From an optimization exercise on the open Yosys and OpenROAD flow, aimed at small area; shortcuts taken in it are not production practice. The RTL was checked by simulation tests, not by an equivalence proof against the original design.

==> flow/design.v (outline; a module is shown in full before it is edited, if it fits) <==
// module ADD_step3: 49 lines
// module int_compare: 15 lines
// module right_shift: 8 lines
// module mul_26b: 1162 lines
// module cpa_hi: 131 lines
// module cpa_lo: 55 lines
// module adder_8b: 17 lines
// module subtract: 16 lines
// module rounder: 13 lines
// module left_shift: 17 lines
// module FPU_top_level: 96 lines
module FPU_top_level
(
 input         clk,
 input         nrst,
 input  [31:0] floating_point1,
 input  [31:0] floating_point2,
 input  [2:0]  frm,
 input  [6:0]  funct7,
 output [31:0] floating_point_out,
 output [4:0]  flags
 );
  // ...
==> flow/flow/run.sh <==
#!/bin/bash
# Own layout flow: the standard synthesis; full-adder polarity clean-up of the
# netlist (flow/fixinv.py); an area re-mapping of the other combinational
# cells with ABC (flow/reabc.tcl; registers and adders untouched); then the
# standard layout with the smallest buffer on the ports.  Each step's full
# output goes to a log file in this folder.
set -euo pipefail
W=$(pwd)
R=$W/orfs/results/$FLOW_PLATFORM/FPU_top_level/base
export LIB=$FLOW_HOME/platforms/$FLOW_PLATFORM/lib/sky130_fd_sc_hd__tt_025C_1v80.lib

bash standard.sh synth > synth.log 2>&1

cp "$R/1_2_yosys.v" "$W/1_2_yosys.standard.v"
python3 flow/fixinv.py "$W/1_2_yosys.standard.v" "$W/1_2_yosys.fixinv.v" > fixinv.log 2>&1
NETIN=$W/1_2_yosys.fixinv.v NETOUT=$W/1_2_yosys.reabc.v \
  ABC_SCRIPT='+strash;dch;map,-a;topo;upsize;dnsize' \
  yosys -c flow/reabc.tcl > reabc.log 2>&1
cp "$W/1_2_yosys.reabc.v" "$R/1_2_yosys.v"
rm -f "$R/1_synth.odb" "$R/1_synth.sdc"

export BUFFER_PORTS_ARGS="-buffer_cell sky130_fd_sc_hd__buf_1"
export GPL_KEEP_OVERFLOW=0
bash standard.sh finish > layout.log 2>&1
==> flow/flow/fixinv.py <==
#!/usr/bin/env python3
"""Remove inverters around full-adder cells in a flat sky130 gate netlist.

A full adder is self-dual: fa(~a, ~b, ~c) = (~cout, ~sum).  The script picks,
for every fa cell, whether to implement it in true or complemented form so
that as few nets as possible need an inverter, then rebuilds the inverters.
Registers and every other cell are left as they are.

usage: fixinv.py IN.v OUT.v
"""
import re
import sys
import collections

src = open(sys.argv[1]).read()

m = re.search(r'\bmodule\s', src)
cell_re = re.compile(r'^\s*(sky130_fd_sc_hd__\w+)\s+(\\\S+\s|\S+)\s*\((.*?)\);\s*$', re.S | re.M)
pin_re = re.compile(r'\.(\w+)\(\s*(\\\S+\s|[^()\s]+)\s*\)')

OUTPINS = {'X', 'Y', 'Q', 'Q_N', 'SUM', 'COUT', 'HI', 'LO'}

cells = []  # [type, name, [(pin, net)], span]
for mm in cell_re.finditer(src):
    typ, name, body = mm.group(1), mm.group(2), mm.group(3)
    pins = [(p, n.strip()) for p, n in pin_re.findall(body)]
    cells.append([typ, name, pins, mm.span()])

# output ports of the module
hdr = src[:cells[0][3][0]] if cells else src
outputs = set()
for mm in re.finditer(r'^\s*output\s+(?:\[(\d+):(\d+)\]\s*)?(\\\S+\s|\w+)\s*;', src, re.M):
    nm = mm.group(3).strip()
    if mm.group(1):
        hi, lo = int(mm.group(1)), int(mm.group(2))
        for i in range(min(hi, lo), max(hi, lo) + 1):
            outputs.add(f'{nm}[{i}]')
    else:
        outputs.add(nm)


def is_inv(t):
    return re.match(r'sky130_fd_sc_hd__(clk)?inv_\d+$', t) is not None


def is_fa(t):
    return re.match(r'sky130_fd_sc_hd__fa_\d+$', t) is not None


driver = {}
for ci, (typ, name, pins, span) in enumerate(cells):
    for p, n in pins:
        if p in OUTPINS:
            driver[n] = (ci, p)

# inverters that may be removed: output does not drive a port
removable = set()
for ci, (typ, name, pins, span) in enumerate(cells):
    if is_inv(typ):
        y = dict(pins)['Y']
        if y not in outputs:
            removable.add(ci)


def root(n):
    par = 0
    seen = 0
    while n in driver and driver[n][0] in removable:
        n = dict(cells[driver[n][0]][2])['A']
        par ^= 1
        seen += 1
        if seen > 100:
            raise SystemExit('inverter loop')
    return n, par


# load requirements: list of (cell index, pin, source net, parity)
loads = []
for ci, (typ, name, pins, span) in enumerate(cells):
    if ci in removable:
        continue
    for p, n in pins:
        if p in OUTPINS or p == 'CLK':
            continue
        s, par = root(n)
        loads.append((ci, p, s, par))

fa_cells = [ci for ci, c in enumerate(cells) if is_fa(c[0])]
flip = collections.defaultdict(int)

# per source: loads that need it
by_src = collections.defaultdict(list)
for li, (ci, p, s, par) in enumerate(loads):
    by_src[s].append(li)


def phys(s):
    d = driver.get(s)
    if d and is_fa(cells[d[0]][0]):
        return flip[d[0]]
    return 0


def need(li):
    ci, p, s, par = loads[li]
    return par ^ (flip[ci] if is_fa(cells[ci][0]) else 0)


def src_cost(s):
    ph = phys(s)
    return 1 if any(need(li) != ph for li in by_src[s]) else 0


def touched(ci):
    srcs = set()
    for p, n in cells[ci][2]:
        if p in OUTPINS:
            srcs.add(n)
        elif p != 'CLK':
            srcs.add(root(n)[0])
    return srcs


tsets = {ci: list(touched(ci)) for ci in fa_cells}
before = sum(src_cost(s) for s in by_src)
import random
rng = random.Random(1)
cur = before
best = cur
best_flip = dict(flip)
T = 0.6
steps = 60 * len(fa_cells) + 1000
for k in range(steps):
    ci = fa_cells[rng.randrange(len(fa_cells))]
    ss = tsets[ci]
    c0 = sum(src_cost(s) for s in ss)
    flip[ci] ^= 1
    c1 = sum(src_cost(s) for s in ss)
    d = c1 - c0
    temp = T * (1 - k / steps) + 1e-3
    if d <= 0 or rng.random() < pow(2.718, -d / temp):
        cur += d
        if cur < best:
            best = cur
            best_flip = dict(flip)
    else:
        flip[ci] ^= 1
flip = collections.defaultdict(int, best_flip)
improved = True
while improved:
    improved = False
    for ci in fa_cells:
        ss = tsets[ci]
        c0 = sum(src_cost(s) for s in ss)
        flip[ci] ^= 1
        if sum(src_cost(s) for s in ss) < c0:
            improved = True
        else:
            flip[ci] ^= 1
after = sum(src_cost(s) for s in by_src)

# rebuild connections
newpin = {}  # (ci, pin) -> net
invs = []
ninv = 0
for s, lis in by_src.items():
    ph = phys(s)
    inv_net = None
    for li in lis:
        ci, p, _, _ = loads[li]
        if need(li) == ph:
            newpin[(ci, p)] = s
        else:
            if inv_net is None:
                ninv += 1
                inv_net = f'_fixinv_{ninv}_'
                invs.append((f'_fixinv_cell_{ninv}_', s, inv_net))
            newpin[(ci, p)] = inv_net

out = []
pos = 0
for ci, (typ, name, pins, span) in enumerate(cells):
    out.append(src[pos:span[0]])
    pos = span[1]
    if ci in removable:
        continue
    plist = []
    for p, n in pins:
        n2 = newpin.get((ci, p), n)
        if n2.startswith('\\') and not n2.endswith(' '):
            n2 += ' '
        plist.append(f'    .{p}({n2})')
    out.append(f'  {typ} {name.strip()} ' + ('' if name.strip().startswith('\\') is False else '') + '(\n' + ',\n'.join(plist) + '\n  );')
tail = src[pos:]
decl = ''.join(f'  wire {net};\n' for _, _, net in invs)
icells = ''.join(f'  sky130_fd_sc_hd__inv_1 {cn} (\n    .A({s}{" " if s.startswith(chr(92)) and not s.endswith(" ") else ""}),\n    .Y({net})\n  );\n'
                 for cn, s, net in invs)
endm = tail.rfind('endmodule')
tail = tail[:endm] + icells + tail[endm:]
text = ''.join(out) + tail
# declare new wires after the module header (before the first cell)
first = text.find('  sky130_fd_sc_hd__')
text = text[:first] + decl + text[first:]
open(sys.argv[2], 'w').write(text)
nrem = len(removable)
print(f'fixinv: {len(fa_cells)} fa cells, {sum(flip.values())} flipped; '
      f'inverted sources {before} -> {after}; inverters removed {nrem}, added {ninv}')
==> flow/flow/reabc.tcl <==
# Re-map the combinational logic of the standard netlist for area.  Registers
# and full/half adders stay as they are (black boxes); every other cell is
# read as its liberty function and mapped again by ABC.
yosys read_liberty -ignore_miss_func $::env(LIB)
yosys blackbox sky130_fd_sc_hd__dfxtp_1 sky130_fd_sc_hd__dfrtp_1 sky130_fd_sc_hd__fa_1 sky130_fd_sc_hd__ha_1 sky130_fd_sc_hd__conb_1
yosys read_verilog $::env(NETIN)
yosys hierarchy -top $::env(FLOW_TOP)
yosys flatten
yosys opt -purge
yosys abc -liberty $::env(LIB) -dont_use sky130_fd_sc_hd__lpflow_bleeder_1 -dont_use sky130_fd_sc_hd__lpflow_clkbufkapwr_1 -dont_use sky130_fd_sc_hd__lpflow_clkbufkapwr_16 -dont_use sky130_fd_sc_hd__lpflow_clkbufkapwr_2 -dont_use sky130_fd_sc_hd__lpflow_clkbufkapwr_4 -dont_use sky130_fd_sc_hd__lpflow_clkbufkapwr_8 -dont_use sky130_fd_sc_hd__lpflow_clkinvkapwr_1 -dont_use sky130_fd_sc_hd__lpflow_clkinvkapwr_16 -dont_use sky130_fd_sc_hd__lpflow_clkinvkapwr_2 -dont_use sky130_fd_sc_hd__lpflow_clkinvkapwr_4 -dont_use sky130_fd_sc_hd__lpflow_clkinvkapwr_8 -dont_use sky130_fd_sc_hd__lpflow_decapkapwr_12 -dont_use sky130_fd_sc_hd__lpflow_decapkapwr_3 -dont_use sky130_fd_sc_hd__lpflow_decapkapwr_4 -dont_use sky130_fd_sc_hd__lpflow_decapkapwr_6 -dont_use sky130_fd_sc_hd__lpflow_decapkapwr_8 -dont_use sky130_fd_sc_hd__lpflow_inputiso0n_1 -dont_use sky130_fd_sc_hd__lpflow_inputiso0p_1 -dont_use sky130_fd_sc_hd__lpflow_inputiso1n_1 -dont_use sky130_fd_sc_hd__lpflow_inputiso1p_1 -dont_use sky130_fd_sc_hd__lpflow_inputisolatch_1 -dont_use sky130_fd_sc_hd__lpflow_isobufsrc_1 -dont_use sky130_fd_sc_hd__lpflow_isobufsrc_16 -dont_use sky130_fd_sc_hd__lpflow_isobufsrc_2 -dont_use sky130_fd_sc_hd__lpflow_isobufsrc_4 -dont_use sky130_fd_sc_hd__lpflow_isobufsrc_8 -dont_use sky130_fd_sc_hd__lpflow_isobufsrckapwr_16 -dont_use sky130_fd_sc_hd__lpflow_lsbuf_lh_hl_isowell_tap_1 -dont_use sky130_fd_sc_hd__lpflow_lsbuf_lh_hl_isowell_tap_2 -dont_use sky130_fd_sc_hd__lpflow_lsbuf_lh_hl_isowell_tap_4 -dont_use sky130_fd_sc_hd__lpflow_lsbuf_lh_isowell_4 -dont_use sky130_fd_sc_hd__lpflow_lsbuf_lh_isowell_tap_1 -dont_use sky130_fd_sc_hd__lpflow_lsbuf_lh_isowell_tap_2 -dont_use sky130_fd_sc_hd__lpflow_lsbuf_lh_isowell_tap_4 -dont_use sky130_fd_sc_hd__probe_p_8 -dont_use sky130_fd_sc_hd__probec_p_8  -script $::env(ABC_SCRIPT)
yosys opt_clean -purge
yosys rename -hide w:* i:* o:* %u %d
yosys rename -hide c:* t:sky130_fd_sc_hd__df* %d
yosys stat -liberty $::env(LIB)
yosys write_verilog -noattr $::env(NETOUT)
==> flow/standard.sh <==
#!/bin/bash
# synth_recipe.tcl (not shown) runs the flow's synth.tcl, then flattens the netlist and writes it again
# the make line also repeats each setting of config.mk as NAME=value (left out here)
make -C /OpenROAD-flow-scripts/flow DESIGN_CONFIG=/design/flow/config.mk WORK_HOME=/design/flow/orfs CLKGATE_MAP_FILE= SYNTH_SCRIPT=/design/flow/synth_recipe.tcl "${@:-finish}"
==> flow/config.mk <==
export PLATFORM = sky130hd
export DESIGN_NAME = FPU_top_level
export DESIGN_NICKNAME = FPU_top_level
export VERILOG_FILES = /design/flow/design.v
export SDC_FILE = /design/flow/constraint.sdc
export NUM_CORES = 4
export LEC_CHECK = 0
export ABC_AREA = 1
export CAP_MARGIN = 20
export CORE_MARGIN = 2
export CORE_UTILIZATION = 40
export SLEW_MARGIN = 20
==> flow/constraint.sdc <==
create_clock -name core_clock -period 10.0 [get_ports {clk}]
set_input_delay 2.0000 -clock core_clock [delete_from_list [all_inputs] [get_ports {clk}]]
set_output_delay 2.0000 -clock core_clock [all_outputs]
set_load 0.01 [all_outputs]
==> results list, run 1 <==
* Run status: complete, no violations
* Top-Level Pins: 113
* Tmin final: 9.54 ns
- Crit Path Category: register to register
* Highest clock frequency the design can meet: 105 MHz
- Library cell appearing most often on the critical path: o21a_1
- Multi-input gates account for 74.2% of the area.
- Global routing finished with a remaining overflow of 0.
- At the end of the flow, the number of nets in the layout was 3147.
* Num CTS Buffers: 9
- Met2 wire length: 34700 microns
* Routed vias: 20400
- GRT met2 Usage: 48.1%
- Signal buffers: 162
* DPL Wire Length: 55000 microns
* DRT iter0 DRCs: 2391
* Buffer count from post-CTS setup fixing: 11
- Crit path max fanout: 22
- For this design, the sink count on the clock tree is 109.
* Well-tap cell count: 615
- Critical path destination: r2_t[25]$_DFF_P_
* Source of the worst hold timing path: r1_rmode[1]$_DFF_P_
* Post-synthesis cell area: 19200 sq um
- Measured slew at the worst slew-check pin: 1.20 ns
- Fraction of layout instances using a drive strength above 1: 8.33%
- Initial core utilization: 40.4%
* Critical Path End Type: register
* Largest class: multi-input gates
- DR DRC count: 0
- Area overhead of the layout relative to synthesis: 14.4%
==> inputs of run 2 (changes only) <==
--- a/flow/flow/run.sh
+++ b/flow/flow/run.sh
@@ -22,3 +22,2 @@
 export BUFFER_PORTS_ARGS="-buffer_cell sky130_fd_sc_hd__buf_1"
-export GPL_KEEP_OVERFLOW=0
 bash standard.sh finish > layout.log 2>&1
==> run 2 against run 1 <==
Wire length fell by 0.48%. Hold slack got worse by 0.00082 ns. Non-clock buffer count grew 120. Global-route usage rose by 0.74 points. Sequential share of layout area shrank 0.097 points. Synthesized cell count is the same. Largest cell class unchanged. Register-to-register slack better by 0.15 ns. Via count rose by 1.1%. Cell area rose by 0.63%.
==> results list, run 2 <==
* Router iterations before antenna repair: 6 (unchanged)
- The minimum clock period after layout was 9.40 ns (was 9.54 ns).
* Measured slew at the worst slew-check pin: 0.985 ns (was 1.20 ns)
* Area overhead of the layout relative to synthesis: 15.1% (was 14.4%)
* Run status: complete, no violations (unchanged)
- CTS tree: yes (unchanged)
- Number of global-route vias before repair: 19700 (was 19500)
- Commonest non-fill, non-tap cells in the layout: 401 x nand2_1, 312 x clkinv_1, 284 x fa_1 (was 394 x nand2_1, 284 x fa_1, 280 x clkinv_1).
- Reg-to-Reg Start: r1_mul$_DFF_PN0_ (was r1_big[7]$_DFF_P_)
* Die span in x: 223 microns (unchanged)
- Worst-path clk slew: 0.08 ns (was 0.07 ns)
- The kind of start point of the critical path is a register (unchanged).
- The most common cell type on the critical path was fa_1 (was o21a_1).
* Antenna violations before repair: 2 (was 1)
- Data required, critical path: 10.26 ns (was 10.27 ns)
* Share of the clock period used by the worst path after layout: 94.0% (was 95.4%)
* Routed len/inst: 22.9 microns (was 23.8 microns)
- The worst flop-to-flop path endpoint is r2_t[24]$_DFF_P_ (was r2_t[25]$_DFF_P_).
* Worst Hold Class: register to register (unchanged)
- Instance count of the mapped netlist: 2487 (unchanged)
- Overall global routing resource usage: 31.2% (was 30.4%)
- Final ANT Viol Nets: 0 (unchanged)
- The height of the die was 223 microns (unchanged).
- The top fanout value on the critical path is 7 (was 22).
- Synth Net Count: 2962 (unchanged)
- The global placement routability congestion was 1.01 (was 0.941).
- The start-to-end type of the worst setup path was register to register (unchanged).
* End of the worst hold path: r2_rmode[0]$_DFF_P_ (was r2_rmode[1]$_DFF_P_)
* Highest clock frequency the design can meet: 106 MHz (was 105 MHz)
* Post-synthesis area per instance: 7.74 sq um (unchanged)
- Data arrival time of the worst path: 9.66 ns (was 9.82 ns)
- Routed vias: 20700 (was 20400)
- The wire length of the first global-routing pass is 118000 microns (was 116000 microns).
- The effective utilization at floorplan is 40.4% (unchanged).
* Maximum clock path buffer count: 2 (unchanged)
- The remaining global-route overflow was 0 (unchanged).
* Reg2Reg Setup Slack: 0.60 ns (was 0.46 ns)
- The TritonCTS sink count was 109 (unchanged).
- The kind of capture point of the worst setup path is a register (unchanged).
* Ys Warns: 1 (unchanged)
- The final-stage net count came to 3255 (was 3147).
- CTS root buf: clkbuf_16 (unchanged)
* Cell total after placement: 3377 (was 3218)
- Floorplan die area: 49900 sq um (unchanged)
- Max-cap check violation count: 0 (unchanged)
* RSZ-0062 raised after global routing: true
- The standard-cell row count was 80 (unchanged).
- The stage delay of the slowest cell on the critical path came to 0.54 ns (was 1.08 ns).
* Instance area at placement: 21700 sq um (was 20700 sq um)
- Hold Violations, Final: 0 (unchanged)
- Largest regs: r1_big x32, r1_small x32, r2_t x27 (unchanged)
* Top-Level Pins: 113 (unchanged)
* Worst reg2reg path depth: 40 (was 45)
* Master of the slowest instance on the critical path: dfrtp_4 (was dfxtp_1)
- Wire length after detailed routing: 78000 microns (was 78400 microns)
- The number of hold buffers added after CTS is 0 (unchanged).
- The number of levels in the clock H-tree is 3 (unchanged).
* Floorplan core area: 47600 sq um (unchanged)
- Final design area excluding fillers: 22100 sq um (was 22000 sq um)
- The worst min-delay path startpoint was r1_rmode[0]$_DFF_P_ (was r1_rmode[1]$_DFF_P_).
- The clock tree skew after final layout came to 0.0145 ns (was 0.00918 ns).
- Worst hold stages: 0 (unchanged)
* Headroom to the max-slew limit: 34.2% (was 19.7%)
- The violation count after the first detailed-route iteration came to 2778 (was 2391).
- The maximum number of pins on one net before global-route repair was 115 (was 85).
* Commonest non-fill, non-tap cell in the layout: nand2_1 (unchanged)
* Number of setup violations in the final report: 0 (unchanged)
- DR DRC count: 0 (unchanged)
- Number of port buffers: 105 (unchanged)
- The average via count per standard cell is 6.07 (was 6.21).
- The layout cell share with drive strength beyond 1 was 8.65% (was 8.33%).
* Clk Latency, worst-skew pair: 0.38 ns (was 0.39 ns)
- Post-Route Setup TNS: 0 ns (unchanged)
* Non-filler cells in the finished layout: 3401 (was 3292)
- DPL Wire Length: 61600 microns (was 55000 microns)
- The final number of max-transition violations is 0 (unchanged).
* Post-synthesis cell area: 19200 sq um (unchanged)
* Num CTS Buffers: 9 (unchanged)
[run 2: area by class of cell]
cell class | count | area, sq um
inverters | 322 | 1220
multi-input cells | 2056 | 15900
repair buffers | 282 | 1740
clock inverters | 7 | 78.8
flip-flops and latches | 109 | 2210
well taps | 615 | 769
diodes | 1 | 2.50
fillers | 4815 | 25500
clock buffers | 9 | 225
[run 2: layer usage]
metal | global-route usage, % | part of all wire [%] | up-vias | wire, microns
li1 | - | - | 9405 | -
met1 | 42.0 | 40 | 9719 | 31600
met5 | 0 | 0.015 | - | 12
met3 | 6.49 | 11 | 252 | 8520
met2 | 48.1 | 43 | 1278 | 33700
met4 | 14.5 | 5.4 | 2 | 4200
[run 2: worst max-delay path by stage]
stage                        start          endpoint  slack (ns)  depth (start not counted)
6_report          r1_mul$_DFF_PN0_  r2_t[24]$_DFF_P_        0.60                         40
5_1_grt        r1_small[0]$_DFF_P_  r2_t[24]$_DFF_P_       -0.06                         57
4_1_cts        r1_small[0]$_DFF_P_  r2_t[24]$_DFF_P_        0.24                         55
3_5_place_dp   r1_small[0]$_DFF_P_  r2_t[24]$_DFF_P_        0.29                         57
3_3_place_gp   r1_small[0]$_DFF_P_  r2_t[24]$_DFF_P_        0.28                         55
2_1_floorplan  r1_small[1]$_DFF_P_  r2_t[24]$_DFF_P_        0.03                         56
[run 2: what timing repair did]
item | in CTS | in global routing
resized for setup | 1 | 34
pin swaps | 0 | 13
buffers inserted | 0 | 7
setup endpoints to repair | 2 | 20
[run 2: stage by stage]
stage | setup slack, ns | utilization, % | hold WS, ns
after global routing | -0.0593 | 46.5 | 0.342
after CTS | 0.244 | 46.2 | 0.331
after detailed placement | 0.287 | 45.6 | 0.312
final | 0.603 | 46.5 | 0.331
after global placement | 0.285 | 45.6 | 0.316
after floorplan | 0.0336 | - | 0.310
[run 2: worst max-delay path: cells and delay by family (launching register included)]
| family | cells | cell delay [ns] |
|---|---|---|
| fa+ha+maj | 9 | 3.85 |
| simple gates | 15 | 1.89 |
| compound gates | 10 | 1.77 |
| buf+inv | 4 | 0.69 |
| xor+xnor | 2 | 0.55 |
| flops | 1 | 0.54 |
==> module cpa_lo, before the edit <==
module cpa_lo (
  input  [20:0] a,
  input  [20:0] b,
  input          ci,
  output         co
);
  wire [20:0] p = a ^ b;
  wire [20:0] g0 = a & b;
  wire [20:0] G0, P0;
  assign G0[0] = g0[0] | (p[0] & ci);
  assign P0[0] = 1'b0;
  assign G0[20:1] = g0[20:1];
  assign P0[20:1] = p[20:1];
  wire G1_1 = G0[1] | (P0[1] & G0[0]);
  wire P1_1 = P0[1] & P0[0];
  wire G2_2 = G0[2] | (P0[2] & G1_1);
  wire P2_2 = P0[2] & P1_1;
  wire G3_3 = G0[3] | (P0[3] & G2_2);
  wire P3_3 = P0[3] & P2_2;
  wire G4_4 = G0[4] | (P0[4] & G3_3);
  wire P4_4 = P0[4] & P3_3;
  wire G5_5 = G0[5] | (P0[5] & G4_4);
  wire P5_5 = P0[5] & P4_4;
  wire G6_6 = G0[6] | (P0[6] & G5_5);
  wire P6_6 = P0[6] & P5_5;
  wire G7_7 = G0[7] | (P0[7] & G6_6);
  wire P7_7 = P0[7] & P6_6;
  wire G8_8 = G0[8] | (P0[8] & G7_7);
  wire P8_8 = P0[8] & P7_7;
  wire G9_9 = G0[9] | (P0[9] & G8_8);
  wire P9_9 = P0[9] & P8_8;
  wire G10_10 = G0[10] | (P0[10] & G9_9);
  wire P10_10 = P0[10] & P9_9;
  wire G11_11 = G0[11] | (P0[11] & G10_10);
  wire P11_11 = P0[11] & P10_10;
  wire G12_12 = G0[12] | (P0[12] & G11_11);
  wire P12_12 = P0[12] & P11_11;
  wire G13_13 = G0[13] | (P0[13] & G12_12);
  wire P13_13 = P0[13] & P12_12;
  wire G14_14 = G0[14] | (P0[14] & G13_13);
  wire P14_14 = P0[14] & P13_13;
  wire G15_15 = G0[15] | (P0[15] & G14_14);
  wire P15_15 = P0[15] & P14_14;
  wire G16_16 = G0[16] | (P0[16] & G15_15);
  wire P16_16 = P0[16] & P15_15;
  wire G17_17 = G0[17] | (P0[17] & G16_16);
  wire P17_17 = P0[17] & P16_16;
  wire G18_18 = G0[18] | (P0[18] & G17_17);
  wire P18_18 = P0[18] & P17_17;
  wire G19_19 = G0[19] | (P0[19] & G18_18);
  wire P19_19 = P0[19] & P18_18;
  wire G20_20 = G0[20] | (P0[20] & G19_19);
  wire P20_20 = P0[20] & P19_19;
  assign co = G20_20;
endmodule
==> inputs of run 3 (changes only) <==
--- a/flow/design.v
+++ b/flow/design.v
@@ -1371,50 +1371,26 @@
 );
-  wire [20:0] p = a ^ b;
-  wire [20:0] g0 = a & b;
-  wire [20:0] G0, P0;
-  assign G0[0] = g0[0] | (p[0] & ci);
-  assign P0[0] = 1'b0;
-  assign G0[20:1] = g0[20:1];
-  assign P0[20:1] = p[20:1];
-  wire G1_1 = G0[1] | (P0[1] & G0[0]);
-  wire P1_1 = P0[1] & P0[0];
-  wire G2_2 = G0[2] | (P0[2] & G1_1);
-  wire P2_2 = P0[2] & P1_1;
-  wire G3_3 = G0[3] | (P0[3] & G2_2);
-  wire P3_3 = P0[3] & P2_2;
-  wire G4_4 = G0[4] | (P0[4] & G3_3);
-  wire P4_4 = P0[4] & P3_3;
-  wire G5_5 = G0[5] | (P0[5] & G4_4);
-  wire P5_5 = P0[5] & P4_4;
-  wire G6_6 = G0[6] | (P0[6] & G5_5);
-  wire P6_6 = P0[6] & P5_5;
-  wire G7_7 = G0[7] | (P0[7] & G6_6);
-  wire P7_7 = P0[7] & P6_6;
-  wire G8_8 = G0[8] | (P0[8] & G7_7);
-  wire P8_8 = P0[8] & P7_7;
-  wire G9_9 = G0[9] | (P0[9] & G8_8);
-  wire P9_9 = P0[9] & P8_8;
-  wire G10_10 = G0[10] | (P0[10] & G9_9);
-  wire P10_10 = P0[10] & P9_9;
-  wire G11_11 = G0[11] | (P0[11] & G10_10);
-  wire P11_11 = P0[11] & P10_10;
-  wire G12_12 = G0[12] | (P0[12] & G11_11);
-  wire P12_12 = P0[12] & P11_11;
-  wire G13_13 = G0[13] | (P0[13] & G12_12);
-  wire P13_13 = P0[13] & P12_12;
-  wire G14_14 = G0[14] | (P0[14] & G13_13);
-  wire P14_14 = P0[14] & P13_13;
-  wire G15_15 = G0[15] | (P0[15] & G14_14);
-  wire P15_15 = P0[15] & P14_14;
-  wire G16_16 = G0[16] | (P0[16] & G15_15);
-  wire P16_16 = P0[16] & P15_15;
-  wire G17_17 = G0[17] | (P0[17] & G16_16);
-  wire P17_17 = P0[17] & P16_16;
-  wire G18_18 = G0[18] | (P0[18] & G17_17);
-  wire P18_18 = P0[18] & P17_17;
-  wire G19_19 = G0[19] | (P0[19] & G18_18);
-  wire P19_19 = P0[19] & P18_18;
-  wire G20_20 = G0[20] | (P0[20] & G19_19);
-  wire P20_20 = P0[20] & P19_19;
-  assign co = G20_20;
+  wire [21:0] c;
+  assign c[0] = ci;
+  assign c[1] = (a[0] & b[0]) | (a[0] & c[0]) | (b[0] & c[0]);
+  assign c[2] = (a[1] & b[1]) | (a[1] & c[1]) | (b[1] & c[1]);
+  assign c[3] = (a[2] & b[2]) | (a[2] & c[2]) | (b[2] & c[2]);
+  assign c[4] = (a[3] & b[3]) | (a[3] & c[3]) | (b[3] & c[3]);
+  assign c[5] = (a[4] & b[4]) | (a[4] & c[4]) | (b[4] & c[4]);
+  assign c[6] = (a[5] & b[5]) | (a[5] & c[5]) | (b[5] & c[5]);
+  assign c[7] = (a[6] & b[6]) | (a[6] & c[6]) | (b[6] & c[6]);
+  assign c[8] = (a[7] & b[7]) | (a[7] & c[7]) | (b[7] & c[7]);
+  assign c[9] = (a[8] & b[8]) | (a[8] & c[8]) | (b[8] & c[8]);
+  assign c[10] = (a[9] & b[9]) | (a[9] & c[9]) | (b[9] & c[9]);
+  assign c[11] = (a[10] & b[10]) | (a[10] & c[10]) | (b[10] & c[10]);
+  assign c[12] = (a[11] & b[11]) | (a[11] & c[11]) | (b[11] & c[11]);
+  assign c[13] = (a[12] & b[12]) | (a[12] & c[12]) | (b[12] & c[12]);
+  assign c[14] = (a[13] & b[13]) | (a[13] & c[13]) | (b[13] & c[13]);
+  assign c[15] = (a[14] & b[14]) | (a[14] & c[14]) | (b[14] & c[14]);
+  assign c[16] = (a[15] & b[15]) | (a[15] & c[15]) | (b[15] & c[15]);
+  assign c[17] = (a[16] & b[16]) | (a[16] & c[16]) | (b[16] & c[16]);
+  assign c[18] = (a[17] & b[17]) | (a[17] & c[17]) | (b[17] & c[17]);
+  assign c[19] = (a[18] & b[18]) | (a[18] & c[18]) | (b[18] & c[18]);
+  assign c[20] = (a[19] & b[19]) | (a[19] & c[19]) | (b[19] & c[19]);
+  assign c[21] = (a[20] & b[20]) | (a[20] & c[20]) | (b[20] & c[20]);
+  assign co = c[21];
 endmodule
==> flow/flow/run.sh (replaced) <==
#!/bin/bash
# Own layout flow:
#  1. the standard synthesis (bash standard.sh synth);
#  2. flow/fixinv.py: full-adder polarity clean-up (removes inverters between
#     full adders; registers untouched);
#  3. flow/reabc.tcl: ABC re-maps the other combinational cells for area;
#     cells whose pre-placement slack is below KEEP_NS (flow/slack.tcl,
#     flow/keepmark.py) and all registers and adders are left as they are;
#  4. the standard layout, with the smallest buffer on the ports and without
#     keeping global placement's timing-driven buffers.
# Each step's full output goes to a log file in this folder.
set -euo pipefail
W=$(pwd)
R=$W/orfs/results/$FLOW_PLATFORM/FPU_top_level/base
export PLATFORM_DIR=$FLOW_HOME/platforms/$FLOW_PLATFORM
export LIB=$PLATFORM_DIR/lib/sky130_fd_sc_hd__tt_025C_1v80.lib
KEEP_NS=${KEEP_NS:--100}

bash standard.sh synth > synth.log 2>&1

cp "$R/1_2_yosys.v" "$W/1_2_yosys.standard.v"
python3 flow/fixinv.py "$W/1_2_yosys.standard.v" "$W/1_2_yosys.fixinv.v" > fixinv.log 2>&1
NETIN=$W/1_2_yosys.fixinv.v SLACKOUT=$W/slack.txt \
  openroad -no_init -exit flow/slack.tcl > slack.log 2>&1
python3 flow/keepmark.py mark "$W/1_2_yosys.fixinv.v" "$W/slack.txt" "$KEEP_NS" "$W/1_2_yosys.marked.v" > keepmark.log 2>&1
NETIN=$W/1_2_yosys.marked.v NETOUT=$W/1_2_yosys.reabc_marked.v \
  ABC_SCRIPT='+strash;dch;map,-a;topo;upsize;dnsize' \
  yosys -c flow/reabc.tcl > reabc.log 2>&1
python3 flow/keepmark.py unmark "$W/1_2_yosys.reabc_marked.v" "$W/1_2_yosys.reabc.v" >> keepmark.log 2>&1
cp "$W/1_2_yosys.reabc.v" "$R/1_2_yosys.v"
rm -f "$R/1_synth.odb" "$R/1_synth.sdc"

export BUFFER_PORTS_ARGS="-buffer_cell sky130_fd_sc_hd__buf_1"
export GPL_KEEP_OVERFLOW=0
bash standard.sh finish > layout.log 2>&1
==> flow/flow/keepmark.py (new file) <==
#!/usr/bin/env python3
"""Mark timing-critical cells so that the ABC re-mapping leaves them alone.

usage: keepmark.py mark IN.v SLACK.txt THRESHOLD OUT.v
       keepmark.py unmark IN.v OUT.v

mark: every cell whose worst output slack (ns, from SLACK.txt: "name slack"
lines) is below THRESHOLD gets its type renamed to KEEP__<type>, and a
blackbox module for each such type is appended (ports taken from the
liberty file in $LIB).
unmark: renames KEEP__<type> back to <type> and drops the blackbox modules.
"""
import os
import re
import sys

mode = sys.argv[1]
cell_re = re.compile(r'^(\s*)(sky130_fd_sc_hd__\w+)(\s+)(\\\S+\s|\S+)(\s*\()', re.M)

if mode == 'mark':
    src = open(sys.argv[2]).read()
    slack = {}
    for line in open(sys.argv[3]):
        p = line.split()
        if len(p) == 2:
            slack[p[0]] = float(p[1])
    thr = float(sys.argv[4])
    used = set()

    def rep(m):
        typ, name = m.group(2), m.group(4).strip()
        key = name[1:] if name.startswith('\\') else name
        s = slack.get(key, 1e9)
        if s < thr and not re.search(r'__(df|fa_|ha_|conb)', typ):
            used.add(typ)
            return f'{m.group(1)}KEEP__{typ}{m.group(3)}{m.group(4)}{m.group(5)}'
        return m.group(0)

    out = cell_re.sub(rep, src)
    lib = open(os.environ['LIB']).read()
    mods = []
    for typ in sorted(used):
        i = lib.index(f'cell ("{typ}")') if f'cell ("{typ}")' in lib else lib.index(f'cell ({typ})')
        j = lib.find('\n    cell (', i + 10)
        body = lib[i:j if j > 0 else len(lib)]
        pins = re.findall(r'(?<![\w])pin \("?(\w+)"?\)\s*\{(.*?)direction\s*:\s*"?(\w+)"?', body, re.S)
        ports = [(p, d) for p, _, d in pins]
        decl = ', '.join(p for p, _ in ports)
        lines = [f'(* blackbox *)\nmodule KEEP__{typ} ({decl});']
        for p, d in ports:
            lines.append(f'  {"output" if d == "output" else "input"} {p};')
        lines.append('endmodule\n')
        mods.append('\n'.join(lines))
    open(sys.argv[5], 'w').write(out + '\n' + '\n'.join(mods))
    print(f'keepmark: {sum(1 for _ in re.finditer("KEEP__", out))} cells kept, {len(used)} types')
else:
    src = open(sys.argv[2]).read()
    src = re.sub(r'\(\* blackbox \*\)\s*module KEEP__.*?endmodule\s*', '', src, flags=re.S)
    src = re.sub(r'^(\s*)module\s+KEEP__\w+.*?endmodule\s*', '', src, flags=re.S | re.M)
    src = src.replace('KEEP__sky130', 'sky130')
    open(sys.argv[3], 'w').write(src)
==> flow/flow/slack.tcl (new file) <==
# Worst output-pin slack of every cell of $NETIN, before placement.
read_lef $::env(PLATFORM_DIR)/lef/sky130_fd_sc_hd.tlef
read_lef $::env(PLATFORM_DIR)/lef/sky130_fd_sc_hd_merged.lef
read_liberty $::env(LIB)
read_verilog $::env(NETIN)
link_design $::env(FLOW_TOP)
read_sdc $::env(FLOW_SDC)
set f [open $::env(SLACKOUT) w]
foreach inst [get_cells *] {
  set worst 1e9
  foreach pin [get_pins -of_objects $inst -filter "direction == output"] {
    set s [get_property $pin slack_max]
    if {$s != "" && $s < $worst} { set worst $s }
  }
  puts $f "[get_name $inst] $worst"
}
close $f
--- a/flow/config.mk
+++ b/flow/config.mk
@@ -8,5 +8,5 @@
 export ABC_AREA = 1
-export CAP_MARGIN = 20
+export CAP_MARGIN = 5
 export CORE_MARGIN = 2
 export CORE_UTILIZATION = 40
-export SLEW_MARGIN = 20
+export SLEW_MARGIN = 5
==> run 3 against run 2 <==
Register-to-register slack worse by 0.31 ns. Synthesized area fell by 1.5%. Cell area is 2.1% lower. Non-clock buffer count decreased by 119. Global-route usage is 0.11 points lower. Worst setup slack got worse by 0.31 ns. Sequential share of layout area increased by 0.24 points. Hold slack worse by 0.00090 ns.
==> results list, run 3 <==
- The most common cell type on the critical path was nor2_2 (was fa_1).
* Crit path max fanout: 23 (was 7)
* Wire length of the first global-routing pass: 118000 microns (about the same)
- The total CTS buffers was 9 (unchanged).
- The worst slew margin relative to its limit is 10.7% (was 34.2%).
- The stage delay of the slowest cell on the critical path is 0.53 ns (was 0.54 ns).
- The number of levels in the clock H-tree came to 3 (unchanged).
- Routed vias: 20600 (was 20700)
- Floorplan core area: 46700 sq um (was 47600 sq um)
- Capture instance of the worst register-to-register path: r2_t[25]$_DFF_P_ (was r2_t[24]$_DFF_P_)
- Commonest non-fill, non-tap cell in the layout: nand2_1 (unchanged)
* Initial core utilization: 40.6% (was 40.4%)
- The remaining global-route overflow was 0 (unchanged).
* Fraction of layout instances using a drive strength above 1: 8.14% (was 8.65%)
* Top-Level Pins: 113 (unchanged)
- Hold Violations, Final: 0 (unchanged)
- Die span in x: 222 microns (was 223 microns)
- The diode insertion count for antenna repair is 0 (was 1).
- The synthesized netlist net count was 2904 (was 2962).
- Floorplan die area: 49100 sq um (was 49900 sq um)
- The standard-cell row count is 79 (was 80).
- Total clock sinks: 109 (unchanged)
* Commonest non-fill, non-tap cells in the layout: 340 x nand2_1, 290 x clkinv_1, 281 x fa_1 (was 401 x nand2_1, 312 x clkinv_1, 284 x fa_1)
- The clock tree skew after final layout is 0.0135 ns (was 0.0145 ns).
- The count of final setup violators came to 0 (unchanged).
- Height of the die: 222 microns (was 223 microns)
- The final routed DRC violation total came to 0 (unchanged).
- Setup crit start: r1_small[0]$_DFF_P_ (was r1_mul$_DFF_PN0_)
- Final Net Count: 3091 (was 3255)
- The average cell area after synthesis came to 7.74 sq um (about the same).
* Tmin final: 9.70 ns (was 9.40 ns)
* Router iterations before antenna repair: 7 (was 6)
* Kind of start point of the critical path: register (unchanged)
* Number of port buffers: 105 (unchanged)
- Instance count of the mapped netlist: 2449 (was 2487)
- DRT iter0 DRCs: 2389 (was 2778)
* Maximum number of pins on one net before global-route repair: 124 (was 115)
* Number of max-slew violations in the final report: 0 (unchanged)
- Number of global-route vias before repair: 19800 (was 19700)
- The TritonCTS clock tree is yes (unchanged).
* Antenna violations before repair: 1 (was 2)
- Largest regs: r1_big x32, r1_small x32, r2_t x27 (unchanged).
- Wire length after detailed routing: 79100 microns (was 78000 microns)
- Crit Path Category: register to register (unchanged)
- Reg2Reg Setup Slack: 0.30 ns (was 0.60 ns)
- Ys Warns: 1 (unchanged)
- The kind of capture point of the worst setup path is a register (unchanged).
- The worst min-delay path category is register to register (unchanged).
* Master of the slowest instance on the critical path: fa_1 (was dfrtp_4)
- Highest clock frequency the design can meet: 103 MHz (was 106 MHz)
* Worst reg2reg path depth: 53 (was 40)
- The transition time at the pin with the least slew margin was 1.34 ns (was 0.985 ns).
- The clock-pin slew of the registers on the worst-case setup and hold paths is 0.08 ns (about the same).
* Max-cap check violation count: 0 (unchanged)
* Cell total after placement: 3173 (was 3377)
- The post-layout instance count excluding filler cells is 3247 (was 3401).
* Routed len/inst: 24.3 microns (was 22.9 microns)
- Clk Latency, worst-skew pair: 0.37 ns (was 0.38 ns)
- Routed via count divided by cell count: 6.33 (was 6.07)
* CTS hold repair buffers: 0 (unchanged)
- The final clock period utilization by the worst path was 97.0% (was 94.0%).
- The placed wire-length estimate came to 56700 microns (was 61600 microns).
* Overall global routing resource usage: 31.1% (was 31.2%)
* Final ANT Viol Nets: 0 (unchanged)
* Data required, critical path: 10.25 ns (was 10.26 ns)
- The startpoint of the most critical register-to-register path is r1_small[0]$_DFF_P_ (was r1_mul$_DFF_PN0_).
- CTS root buf: clkbuf_16 (unchanged)
* Area overhead of the layout relative to synthesis: 14.5% (was 15.1%)
* GPL Wtd Cong: 0.960 (was 1.01)
- Maximum clock path buffer count: 2 (unchanged)
- Data arrival time of the worst path: 9.95 ns (was 9.66 ns)
* Run status: complete, no violations (unchanged)
- The critical path capture point is r2_t[25]$_DFF_P_ (was r2_t[24]$_DFF_P_).
- Post-synthesis cell area: 18900 sq um (was 19200 sq um)
[run 3: cell count changes in the layout (fill, tap and decap cells not counted), moves of 12 or more]
cell / previous run / this run
a22oi_1: 47 / 76
buf_4: 174 / 42
clkinv_1: 312 / 290
ha_1: 114 / 93
nand2_1: 401 / 340
nor2_1: 246 / 205
nor2_2: 9 / 21
nor2_4: 4 / 19
o21a_1: 46 / 29
o21ai_0: 200 / 250
o221ai_1: 120 / 81
o22ai_1: 140 / 155
[run 3: area by class of cell]
cell class | instances | area [sq um]
timing repair inverter | 4 | 25.0
timing repair buffer | 163 | 987
tap | 607 | 759
multi-input combinational | 2032 | 16100
fill | 4767 | 25000
inverter | 317 | 1270
clock inverter | 6 | 57.6
sequential | 109 | 2210
clock buffer | 9 | 225
[run 3: stage by stage]
step	instance area [sq um]	hold slack (ns)	worst slack (ns)	TNS, ns	util, %
3_3_place_gp	20100	0.318	-2.72	-67.32	43.1
2_1_floorplan	19000	0.310	0.0435	0	-
6_report	21700	0.330	0.298	0	46.5
5_1_grt	21700	0.348	-0.0960	-0.293	46.5
4_1_cts	21100	0.332	0.0124	0	45.3
3_5_place_dp	20400	0.316	-2.38	-62.13	43.6
[run 3: how the worst min path moves through the flow]
stage	depth (start not counted)	slack, ns	endpoint	startpoint
2_1_floorplan	0	0.31	r2_rmode[0]$_DFF_P_	r1_rmode[0]$_DFF_P_
3_3_place_gp	0	0.32	r2_rmode[1]$_DFF_P_	r1_rmode[1]$_DFF_P_
3_5_place_dp	0	0.32	r2_rmode[0]$_DFF_P_	r1_rmode[0]$_DFF_P_
4_1_cts	0	0.33	r2_rmode[0]$_DFF_P_	r1_rmode[0]$_DFF_P_
5_1_grt	0	0.35	r2_rmode[0]$_DFF_P_	r1_rmode[0]$_DFF_P_
6_report	0	0.33	r2_rmode[0]$_DFF_P_	r1_rmode[0]$_DFF_P_
[run 3: worst max-delay path, delay by kind of cell (launching register included)]
family / cells / cell delay [ns]
AND/OR/NAND/NOR: 20 / 2.26
buffers and inverters: 5 / 0.62
XOR/XNOR: 1 / 0.16
adder cells (fa/ha/maj): 7 / 2.90
flip-flops: 1 / 0.39
AO/OA/AOI/OAI: 20 / 3.20
[run 3: repair_timing]
action	in CTS	in global routing
pin swaps	11	28
gates resized for setup	80	80
buffers inserted	19	27
endpoints found under the setup margin	56	41
cloned	7	6
[run 3: routing by layer]
layer	track usage [%]	vias up	routed length [microns]
li1	-	9103	-
met1	42.6	9844	32900
met2	47.2	1360	33900
met3	7.99	247	9120
met4	11.5	2	3140
met5	0	-	14
==> inputs of run 4 (changes only) <==
--- a/flow/config.mk
+++ b/flow/config.mk
@@ -8,5 +8,5 @@
 export ABC_AREA = 1
-export CAP_MARGIN = 5
+export CAP_MARGIN = 20
 export CORE_MARGIN = 2
 export CORE_UTILIZATION = 40
-export SLEW_MARGIN = 5
+export SLEW_MARGIN = 20
==> run 4 against run 3 <==
Still clean on timing, DRC and antenna. Cell count hardly changed. Hold slack worse by 0.00084 ns. Synthesized cell count stayed put. Register-to-register slack better by 0.20 ns. Non-clock buffer count is 5 higher. Wire length is 1.0% lower. Core utilization hardly changed. Clock-buffer cell count stayed put. Critical path depth is 20 lower.
==> results list, run 4 <==
- Crit path max fanout: 17 (was 23)
- The via count of the first global-routing pass was 19500 (was 19800).
- Clk Latency, worst-skew pair: 0.37 ns (about the same)
- The overall routed net length was 78300 microns (was 79100 microns).
- The wire length of the first global-routing pass is 117000 microns (was 118000 microns).
* Floorplan die area: 49100 sq um (unchanged)
- The start-to-end type of the worst setup path was register to output pin (was register to register).
- Synth Net Count: 2904 (unchanged)
- The number of vias after detailed routing came to 20400 (was 20600).
- The minimum clock period after layout is 9.63 ns (was 9.70 ns).
- Run status: complete, no violations (unchanged).
- The yosys synthesis warning count is 1 (unchanged).
- Hold Violations, Final: 0 (unchanged)
- Final design area excluding fillers: 21700 sq um (about the same)
- The transition time at the pin with the least slew margin is 1.19 ns (was 1.34 ns).
* Final Net Count: 3089 (was 3091)
- The post-synthesis cell area was 18900 sq um (unchanged).
- Maximum number of pins on one net before global-route repair: 84 (was 124)
* Critical Path End Type: output pin (was register)
- Top-Level Pins: 113 (unchanged)
* Data required, critical path: 8.00 ns (was 10.25 ns)
- The number of nets with antenna violations after detailed routing was 0 (unchanged).
- The global placement routability congestion is 0.960 (unchanged).
* Initial core utilization: 40.6% (unchanged)
- Final clock skew: 0.0120 ns (was 0.0135 ns)
* CTS root buf: clkbuf_16 (unchanged)
* Kind of start point of the critical path: register (unchanged)
- The worst slew margin relative to its limit came to 20.3% (was 10.7%).
* Routed via count divided by cell count: 6.27 (was 6.33)
* Total clock sinks: 109 (unchanged)
- Share of the clock period used by the worst path after layout: 96.3% (was 97.0%)
- CP max stage delay: 0.41 ns (was 0.53 ns)
* Maximum level of the CTS H-tree: 3 (unchanged)
- The placed wire-length estimate was 57000 microns (was 56700 microns).
- Routed len/inst: 24.1 microns (was 24.3 microns)
- Max-cap check violation count: 0 (unchanged)
* Overflow left after global routing: 0 (unchanged)
* Library cell appearing most often on the critical path: fa_1 (was nor2_2)
* Largest regs: r1_big x32, r1_small x32, r2_t x27 (unchanged)
* Worst-path clk slew: 0.07 ns (was 0.08 ns)
* Worst Hold Class: register to register (unchanged)
* Number of port buffers: 105 (unchanged)
* Master of the slowest instance on the critical path: fa_1 (unchanged)
- The fmax was 104 MHz (was 103 MHz).
* Height of the die: 222 microns (unchanged)
- The standard-cell row count was 79 (unchanged).
* CTS hold repair buffers: 0 (unchanged)
- Antenna violations before repair: 1 (unchanged)
- The TritonCTS clock tree is yes (unchanged).
- The global-route usage over all layers is 30.9% (was 31.1%).
- The core footprint was 46700 sq um (unchanged).
* Die span in x: 222 microns (unchanged)
- The cell count after synthesis was 2449 (unchanged).
- Num CTS Buffers: 9 (unchanged)
- Commonest non-fill, non-tap cells in the layout: 340 x nand2_1, 290 x clkinv_1, 279 x fa_1 (was 340 x nand2_1, 290 x clkinv_1, 281 x fa_1)
- The violation count after the first detailed-route iteration was 2432 (was 2389).
- Commonest non-fill, non-tap cell in the layout: nand2_1 (unchanged)
- Diodes inserted: 0 (unchanged)
* Router iterations before antenna repair: 6 (was 7)
- The layout cell share with drive strength beyond 1 came to 8.04% (was 8.14%).
* DR DRC count: 0 (unchanged)
- Reg2Reg Setup Slack: 0.50 ns (was 0.30 ns)
* Data arrival time of the worst path: 7.63 ns (was 9.95 ns)
* Post-synthesis area per instance: 7.74 sq um (unchanged)
* Post-Route Setup TNS: 0 ns (unchanged)
- The final number of max-transition violations was 0 (unchanged).
- Area overhead of the layout relative to synthesis: 14.5% (about the same)
* Number of setup violations in the final report: 0 (unchanged)
- Maximum clock path buffer count: 2 (unchanged)
- Filler cell count in the final layout: 4772 (was 4767)
- The total placed instance area came to 20500 sq um (was 20400 sq um).
==> run 4: changes by cell type in the layout (fill, tap and decap cells not counted), moves of 3 or more <==
cell and delta:
nor4_1 -3, nor4_2 +3, nor2_2 -6, nor2_1 +5, buf_6 +3
==> run 4: metrics by stage <==
| step | hold WS (ns) | setup slack [ns] | utilization, % | instances |
|---|---|---|---|---|
| after floorplan | 0.310 | 0.0435 | - | 2449 |
| after global placement | 0.318 | -2.72 | 43.1 | 3161 |
| after detailed placement | 0.315 | -2.53 | 43.9 | 3177 |
| after CTS | 0.331 | 0.00439 | 45.5 | 3216 |
| after global routing | 0.356 | -0.0676 | 46.5 | 3245 |
| final | 0.329 | 0.374 | 46.5 | 3245 |
==> run 4: layout make-up <==
class                      instances  area, sq um  share of cell area, %
clock buffer                       9          225                   1.04
clock inverter                     6         58.8                  0.271
inverter                         317         1270                   5.87
multi-input combinational       2028        16100                   74.1
sequential                       109         2210                   10.2
tap                              607          759                   3.50
timing repair buffer             168         1080                   4.98
timing repair inverter             1         7.51                 0.0346
==> run 4: worst max-delay path, delay by kind of cell, from the launching register on <==
kind	cells	cell delay (ns)
AO/OA/AOI/OAI	6	0.81
adder cells (fa/ha/maj)	8	2.95
buffers and inverters	8	1.29
flip-flops	1	0.37
AND/OR/NAND/NOR	11	1.82
==> run 4: final timing paths <==
kind / from / to / depth (start not counted)
min in group asynchronous: nrst / r2_inv$_DFF_PN0_ / 1
setup reg to reg: r1_small[0]$_DFF_P_ / r2_t[25]$_DFF_P_ / 57
hold reg to reg: r1_rmode[0]$_DFF_P_ / r2_rmode[0]$_DFF_P_ / 0
max in group asynchronous: nrst / r1_mul$_DFF_PN0_ / 1
hold / removal: r1_rmode[0]$_DFF_P_ / r2_rmode[0]$_DFF_P_ / 0
setup / recovery: r2_t[18]$_DFF_P_ / floating_point_out[14] / 33
==> run 4: metal layers <==
metal  global-route usage, %  up-vias  wire length (microns)  part of all wire, %
met4                    10.7        2                   3130                  4.0
li1                        -     9095                      -                    -
met3                    8.28      227                   9230                   12
met2                    46.9     1281                  33700                   43
met1                    42.5     9756                  32200                   41
met5                       0        -                     11                0.014
==> run 4: what timing repair did <==
action / CTS / global route
pin swaps: 12 / 19
setup buffers: 19 / 27
setup endpoints to repair: 49 / 33
resized for setup: 83 / 65
cloned: 5 / 1
==> inputs of run 5 (changes only) <==
--- a/flow/flow/run.sh
+++ b/flow/flow/run.sh
@@ -16,3 +16,3 @@
 export LIB=$PLATFORM_DIR/lib/sky130_fd_sc_hd__tt_025C_1v80.lib
-KEEP_NS=${KEEP_NS:--100}
+KEEP_NS=${KEEP_NS:-2.0}
 
==> run 5 against run 4 <==
Clock skew is 0.0062 ns higher. Largest cell class unchanged. Hold slack better by 0.0022 ns. Cell count is 2.9% higher. Die area is 3.1% higher. Highest routed layer is now met4. Core utilization is 1.3 points lower. Via count is 1.8% higher. Clock-buffer cell count stayed put. Critical endpoint is now r2_t[25]$_DFF_P_. Register-to-register slack worse by 0.21 ns.
==> results list, run 5 <==
- Commonest non-fill, non-tap cells in the layout: 412 x nand2_1, 282 x fa_1, 242 x clkinv_1 (was 340 x nand2_1, 290 x clkinv_1, 279 x fa_1)
* Routed via count divided by cell count: 6.21 (was 6.27)
* Height of the die: 225 microns (was 222 microns)
- The TritonCTS sink count came to 109 (unchanged).
* Critical Path End Type: register (was output pin)
- The start-to-end type of the worst setup path was register to register (was register to output pin).
- The total placed instance area is 20800 sq um (was 20500 sq um).
- Number of global-route vias before repair: 20000 (was 19500)
* Number of placement rows: 81 (was 79)
* Post-Place Setup Slack: -1.62 ns (was -2.53 ns)
- The fmax was 103 MHz (was 104 MHz).
* Final worst-path setup slack: 0.287 ns (was 0.374 ns)
- The count of final setup violators came to 0 (unchanged).
- The post-layout instance count excluding filler cells is 3338 (was 3245).
- Number of port buffers: 105 (unchanged)
- Worst-path clk slew: 0.08 ns (was 0.07 ns)
- The diode insertion count for antenna repair was 0 (unchanged).
- Library cell appearing most often on the critical path: nand3_1 (was fa_1)
* Measured slew at the worst slew-check pin: 1.19 ns (about the same)
* Finished Core Util: 45.2% (was 46.5%)
- The most common cell after layout, fill and taps aside was nand2_1 (unchanged).
- The area of the multi-input gates is 16200 sq um (was 16100 sq um).
- The full die area was 50600 sq um (was 49100 sq um).
* Share of the clock period used by the worst path after layout: 97.1% (was 96.3%)
- Run status: complete, no violations (unchanged)
* CP max stage delay: 1.25 ns (was 0.41 ns)
* Floorplan core area: 48500 sq um (was 46700 sq um)
* Synth Net Count: 3035 (was 2904)
- Headroom to the max-slew limit: 20.7% (was 20.3%)
* Number of max-slew violations in the final report: 0 (unchanged)
* Ys Warns: 1 (unchanged)
- The worst-case register-to-register setup slack came to 0.29 ns (was 0.50 ns).
- The number of nets with antenna violations after detailed routing is 0 (unchanged).
- GPL Wtd Cong: 0.968 (was 0.960)
- Maximum level of the CTS H-tree: 3 (unchanged)
- The insertion delay to the later sink of the worst-skew pair came to 0.37 ns (about the same).
- Hold Violations, Final: 0 (unchanged)
- Router iterations before antenna repair: 7 (was 6)
- Capture instance of the worst register-to-register path: r2_t[25]$_DFF_P_ (unchanged)
- The clock tree skew after final layout was 0.0182 ns (was 0.0120 ns).
* Source of the worst hold timing path: r1_rmode[0]$_DFF_P_ (unchanged)
- The wire length per cell came to 23.9 microns (was 24.1 microns).
* Largest regs: r1_big x32, r1_small x32, r2_t x27 (unchanged)
- The post-synthesis cell area was 19500 sq um (was 18900 sq um).
* CTS hold repair buffers: 0 (unchanged)
- The max-capacitance violation count is 0 (unchanged).
- Final Net Count: 3166 (was 3089)
* Num CTS Buffers: 9 (unchanged)
- The area growth from synthesis to layout came to 12.3% (was 14.5%).
* Data arrival time of the worst path: 9.97 ns (was 7.63 ns)
* Maximum clock path buffer count: 2 (unchanged)
- DR DRC count: 0 (unchanged)
- The number of fill cells in the layout is 4867 (was 4772).
* Data required, critical path: 10.26 ns (was 8.00 ns)
* Top-Level Pins: 113 (unchanged)
- The slowest library cell on the worst path was clkinv_1 (was fa_1).
- The root cell of the clock tree is clkbuf_16 (unchanged).
- Kind of start point of the critical path: register (unchanged)
- Cell total after placement: 3266 (was 3177)
- Register area: 2220 sq um (was 2210 sq um)
- Routed vias: 20700 (was 20400)
- Post-synthesis area per instance: 7.58 sq um (was 7.74 sq um)
* End of the worst hold path: r2_rmode[0]$_DFF_P_ (unchanged)
* Final design area excluding fillers: 21900 sq um (was 21700 sq um)
- DRT iter0 DRCs: 2348 (was 2432)
* Overall global routing resource usage: 31.4% (was 30.9%)
* DPL Wire Length: 58600 microns (was 57000 microns)
- The top fanout value on the critical path is 22 (was 17).
- Die span in x: 225 microns (was 222 microns)
- The number of cells traversed by the worst register-to-register path was 37 (was 57).
- The post-route worst hold slack is 0.332 ns (was 0.329 ns).
- Worst Hold Class: register to register (unchanged)
- The TritonCTS clock tree was yes (unchanged).
- The cell count after synthesis is 2580 (was 2449).
- The layout cell share with drive strength beyond 1 was 8.14% (was 8.04%).
- The number of antenna violations at the first check in global routing was 1 (unchanged).
- The minimum clock period after layout came to 9.71 ns (was 9.63 ns).
- The remaining global-route overflow came to 0 (unchanged).
- Worst hold stages: 0 (unchanged)
- Wire length after detailed routing: 79900 microns (was 78300 microns)
* Reg-to-Reg Start: r1_big[9]$_DFF_P_ (was r1_small[0]$_DFF_P_)
* Wire length of the first global-routing pass: 121000 microns (was 117000 microns)
- Maximum number of pins on one net before global-route repair: 82 (was 84)
* Initial core utilization: 40.3% (was 40.6%)
==> run 5: cell types whose count changed in the layout (fill, tap and decap cells not counted), sizes merged, moves of 20 or more <==
cell | before | now
nand2 | 357 | 434
clkinv | 304 | 247
a21oi | 252 | 215
inv | 12 | 98
nand3 | 26 | 46
a22oi | 76 | 34
o221ai | 83 | 117
==> run 5: layer usage <==
layer	vias to the layer above	GRT usage [%]	share of wire (%)
met2	1251	46.7	43
met1	9946	42.1	41
li1	9251	-	-
met3	278	9.14	12
met4	0	13.9	5.1
met5	-	1.08	0
==> run 5: worst max-delay path by stage <==
stage,start,end
after floorplan,r1_mul$_DFF_PN0_,r2_t[25]$_DFF_P_
after global placement,r1_mul$_DFF_PN0_,r2_t[25]$_DFF_P_
after detailed placement,r1_small[1]$_DFF_P_,r2_t[25]$_DFF_P_
after CTS,r1_small[1]$_DFF_P_,r2_t[24]$_DFF_P_
after global routing,r1_small[1]$_DFF_P_,r2_t[25]$_DFF_P_
final,r1_big[9]$_DFF_P_,r2_t[25]$_DFF_P_
==> run 5: cell type report <==
type	instances	area share, %
Clock buffer	9	1.03
Clock inverter	7	0.416
Inverter	355	6.42
Multi-Input combinational cell	2067	73.8
Sequential cell	109	10.1
Tap cell	622	3.55
Timing Repair Buffer	167	4.59
Timing Repair inverter	2	0.0456
==> run 5: per-stage QoR <==
step                      setup TNS, ns
after global routing            -0.0365
final                                 0
after floorplan                       0
after CTS                             0
after detailed placement         -30.83
after global placement           -64.08
==> run 5: worst max-delay path: cells and delay by family (launching register included) <==
kind,cells,cell delay (ns)
fa+ha+maj,7,3.15
compound gates,17,2.88
xor+xnor,1,0.17
simple gates,11,1.02
buf+inv,1,1.25
flops,1,1.10
==> run 5: timing repair <==
item                                    4_1_cts  5_1_grt
buffers inserted                             26       24
pin swaps                                     4       18
cloned                                        4        0
gates resized for setup                      51       65
endpoints found under the setup margin       45       35
==> inputs of run 6 (changes only) <==
--- a/flow/flow/run.sh
+++ b/flow/flow/run.sh
@@ -16,3 +16,3 @@
 export LIB=$PLATFORM_DIR/lib/sky130_fd_sc_hd__tt_025C_1v80.lib
-KEEP_NS=${KEEP_NS:-2.0}
+KEEP_NS=${KEEP_NS:-0.5}
 
==> run 6 against run 5 <==
Die area is 3.0% lower. Worst setup slack improved by 0.086 ns. Sequential cell count is the same. First-iteration DRC count grew 3.6%. Via count is 1.8% lower. Clock skew decreased by 0.0062 ns. Fmax rose by 0.90%. Core utilization up 1.3 points.
==> results list, run 6 <==
- The layout cell share with drive strength beyond 1 came to 8.04% (was 8.14%).
- The data arrival at the endpoint of the critical path was 7.63 ns (was 9.97 ns).
- Largest regs: r1_big x32, r1_small x32, r2_t x27 (unchanged).
- Share of the clock period used by the worst path after layout: 96.3% (was 97.1%)
- Instance count of the mapped netlist: 2449 (was 2580)
- The worst min-delay path category is register to register (unchanged).
- Worst hold stages: 0 (unchanged)
- The yosys synthesis warning count is 1 (unchanged).
* Overall global routing resource usage: 30.9% (was 31.4%)
* Reg2Reg Setup Slack: 0.50 ns (was 0.29 ns)
- The slowest library cell on the worst path is fa_1 (was clkinv_1).
- Maximum level of the CTS H-tree: 3 (unchanged)
* Commonest non-fill, non-tap cell in the layout: nand2_1 (unchanged)
- The TritonCTS clock tree was yes (unchanged).
- Critical Path End Type: output pin (was register)
- The top fanout value on the critical path was 17 (was 22).
* Number of port buffers: 105 (unchanged)
* Run status: complete, no violations (unchanged)
* CTS hold repair buffers: 0 (unchanged)
- The worst slew margin relative to its limit is 20.3% (was 20.7%).
- Post-Place Setup Slack: -2.53 ns (was -1.62 ns)
- The stage delay of the slowest cell on the critical path is 0.41 ns (was 1.25 ns).
* Post-synthesis cell area: 18900 sq um (was 19500 sq um)
* Number of max-slew violations in the final report: 0 (unchanged)
- The global placement routability congestion was 0.960 (was 0.968).
- The via count of the first global-routing pass came to 19500 (was 20000).
* Floorplan core area: 46700 sq um (was 48500 sq um)
* Crit Path Category: register to output pin (was register to register)
- Highest clock frequency the design can meet: 104 MHz (was 103 MHz)
- The area growth from synthesis to layout was 14.5% (was 12.3%).
* Die span in x: 222 microns (was 225 microns)
- DRT iter0 DRCs: 2432 (was 2348)
- The wire length per cell came to 24.1 microns (was 23.9 microns).
* Number of placement rows: 79 (was 81)
* Top-Level Pins: 113 (unchanged)
- Post-synthesis area per instance: 7.74 sq um (was 7.58 sq um)
- The overall routed net length is 78300 microns (was 79900 microns).
- Floorplan die area: 49100 sq um (was 50600 sq um)
- The critical path capture point is floating_point_out[14] (was r2_t[25]$_DFF_P_).
- The startpoint of the most critical register-to-register path is r1_small[0]$_DFF_P_ (was r1_big[9]$_DFF_P_).
* Commonest non-fill, non-tap cells in the layout: 340 x nand2_1, 290 x clkinv_1, 279 x fa_1 (was 412 x nand2_1, 282 x fa_1, 242 x clkinv_1)
- CTS root buf: clkbuf_16 (unchanged)
* Synth Net Count: 2904 (was 3035)
* Capture instance of the worst register-to-register path: r2_t[25]$_DFF_P_ (unchanged)
* Library cell appearing most often on the critical path: fa_1 (was nand3_1)
- Num CTS Buffers: 9 (unchanged)
* Wire length of the first global-routing pass: 117000 microns (was 121000 microns)
- DR DRC count: 0 (unchanged)
- Worst-path clk slew: 0.07 ns (was 0.08 ns)
* Routed via count divided by cell count: 6.27 (was 6.21)
- Final worst-path setup slack: 0.374 ns (was 0.287 ns)
* Final ANT Viol Nets: 0 (unchanged)
- The minimum clock period after layout is 9.63 ns (was 9.71 ns).
- The diode insertion count for antenna repair came to 0 (unchanged).
* Router iterations before antenna repair: 6 (was 7)
- The maximum number of pins on one net before global-route repair is 84 (was 82).
- DPL Wire Length: 57000 microns (was 58600 microns)
- The transition time at the pin with the least slew margin came to 1.19 ns (about the same).
- The number of hold violations in the final report came to 0 (unchanged).
* Overflow left after global routing: 0 (unchanged)
- Setup crit start: r2_t[18]$_DFF_P_ (was r1_big[9]$_DFF_P_)
- The worst-case clock buffer depth is 2 (unchanged).
- The effective utilization at floorplan is 40.6% (was 40.3%).
* Final Net Count: 3089 (was 3166)
* WHS: 0.329 ns (was 0.332 ns)
* Register area: 2210 sq um (was 2220 sq um)
- Routed vias: 20400 (was 20700)
-- run 6: cell count changes in the layout (fill, tap and decap cells not counted), sizes merged, moves of 7 or more --
cell      before  now
inv           98   12
nand2        434  357
clkinv       247  304
a22oi         34   76
a21oi        215  252
o221ai       117   83
nand3         46   26
o21ai        248  264
or2           17    4
clkinvlp      19    8
nor2         234  245
a221oi        13    5
o22ai        148  156
o31ai         13    6
-- run 6: stage by stage --
stage	cells	cell area [sq um]	utilization [%]	setup TNS, ns
final	3245	21700	46.5	0
after global routing	3245	21700	46.5	-0.121
after CTS	3216	21200	45.5	0
after detailed placement	3177	20500	43.9	-48.84
after global placement	3161	20100	43.1	-67.32
after floorplan	2449	19000	-	0
-- run 6: layout make-up --
cell class,instances,area share [%]
Multi-Input combinational cell,2028,74.1
Tap cell,607,3.50
Clock inverter,6,0.271
Timing Repair inverter,1,0.0346
Timing Repair Buffer,168,4.98
Sequential cell,109,10.2
Clock buffer,9,1.04
Inverter,317,5.87
-- run 6: worst max-delay path, delay by kind of cell (launching register included) --
kind / cells / cell delay, ns
flops: 1 / 0.37
fa+ha+maj: 8 / 2.95
buf+inv: 8 / 1.29
simple gates: 11 / 1.82
compound gates: 6 / 0.81
-- run 6: worst min-delay path by stage --
stage | start | to | slack (ns)
6_report | r1_rmode[0]$_DFF_P_ | r2_rmode[0]$_DFF_P_ | 0.33
5_1_grt | r1_rmode[1]$_DFF_P_ | r2_rmode[1]$_DFF_P_ | 0.36
4_1_cts | r1_rmode[0]$_DFF_P_ | r2_rmode[0]$_DFF_P_ | 0.33
3_5_place_dp | r1_rmode[0]$_DFF_P_ | r2_rmode[0]$_DFF_P_ | 0.31
3_3_place_gp | r1_rmode[1]$_DFF_P_ | r2_rmode[1]$_DFF_P_ | 0.32
2_1_floorplan | r1_rmode[0]$_DFF_P_ | r2_rmode[0]$_DFF_P_ | 0.31
-- run 6: layer usage --
metal / vias to the layer above / wire (microns) / global-route usage [%]
met5: - / 11 / 0
met4: 2 / 3130 / 10.7
met3: 227 / 9230 / 8.28
met2: 1281 / 33700 / 46.9
met1: 9756 / 32200 / 42.5
li1: 9095 / - / -
-- run 6: timing repair --
| action | 4_1_cts | 5_1_grt |
|---|---|---|
| cloned | 5 | 1 |
| pin swaps | 12 | 19 |
| setup endpoints to repair | 49 | 33 |
| gates resized for setup | 83 | 65 |
| setup buffers | 19 | 27 |

separate check: timing with driven ports:
In the flow no input, the clock included, has a driving cell. The finished layouts below were timed again as built, in two steps. Step 1 assumes that a clkbuf_16 drives the clock port and a buf_2 every other input. Step 2 adds t to the input delays and takes it off the output delays; t is the mean of the earliest and latest rising clock arrival at the registers after step 1. Input paths then give back, and output paths get back, about the clock's delay inside the block. Three values: no drivers, after step 1, after step 2; two values: the first two.
| run | shift t [ns] | setup slack, ns | cell pins on the clock port's net |
|---|---|---|---|
| run 1 | 0.432 | 0.456 / 0.456 / 0.456 | 1 |
| run 2 | 0.429 | 0.603 / 0.603 / 0.603 | 1 |
| run 3 | 0.415 | 0.298 / 0.298 / 0.298 | 1 |
| run 4 | 0.424 | 0.374 / 0.317 / 0.503 | 1 |
| run 5 | 0.413 | 0.287 / 0.287 / 0.287 | 1 |
| run 6 | 0.424 | 0.374 / 0.317 / 0.503 | 1 |
After both steps setup and hold are still met in every run listed.
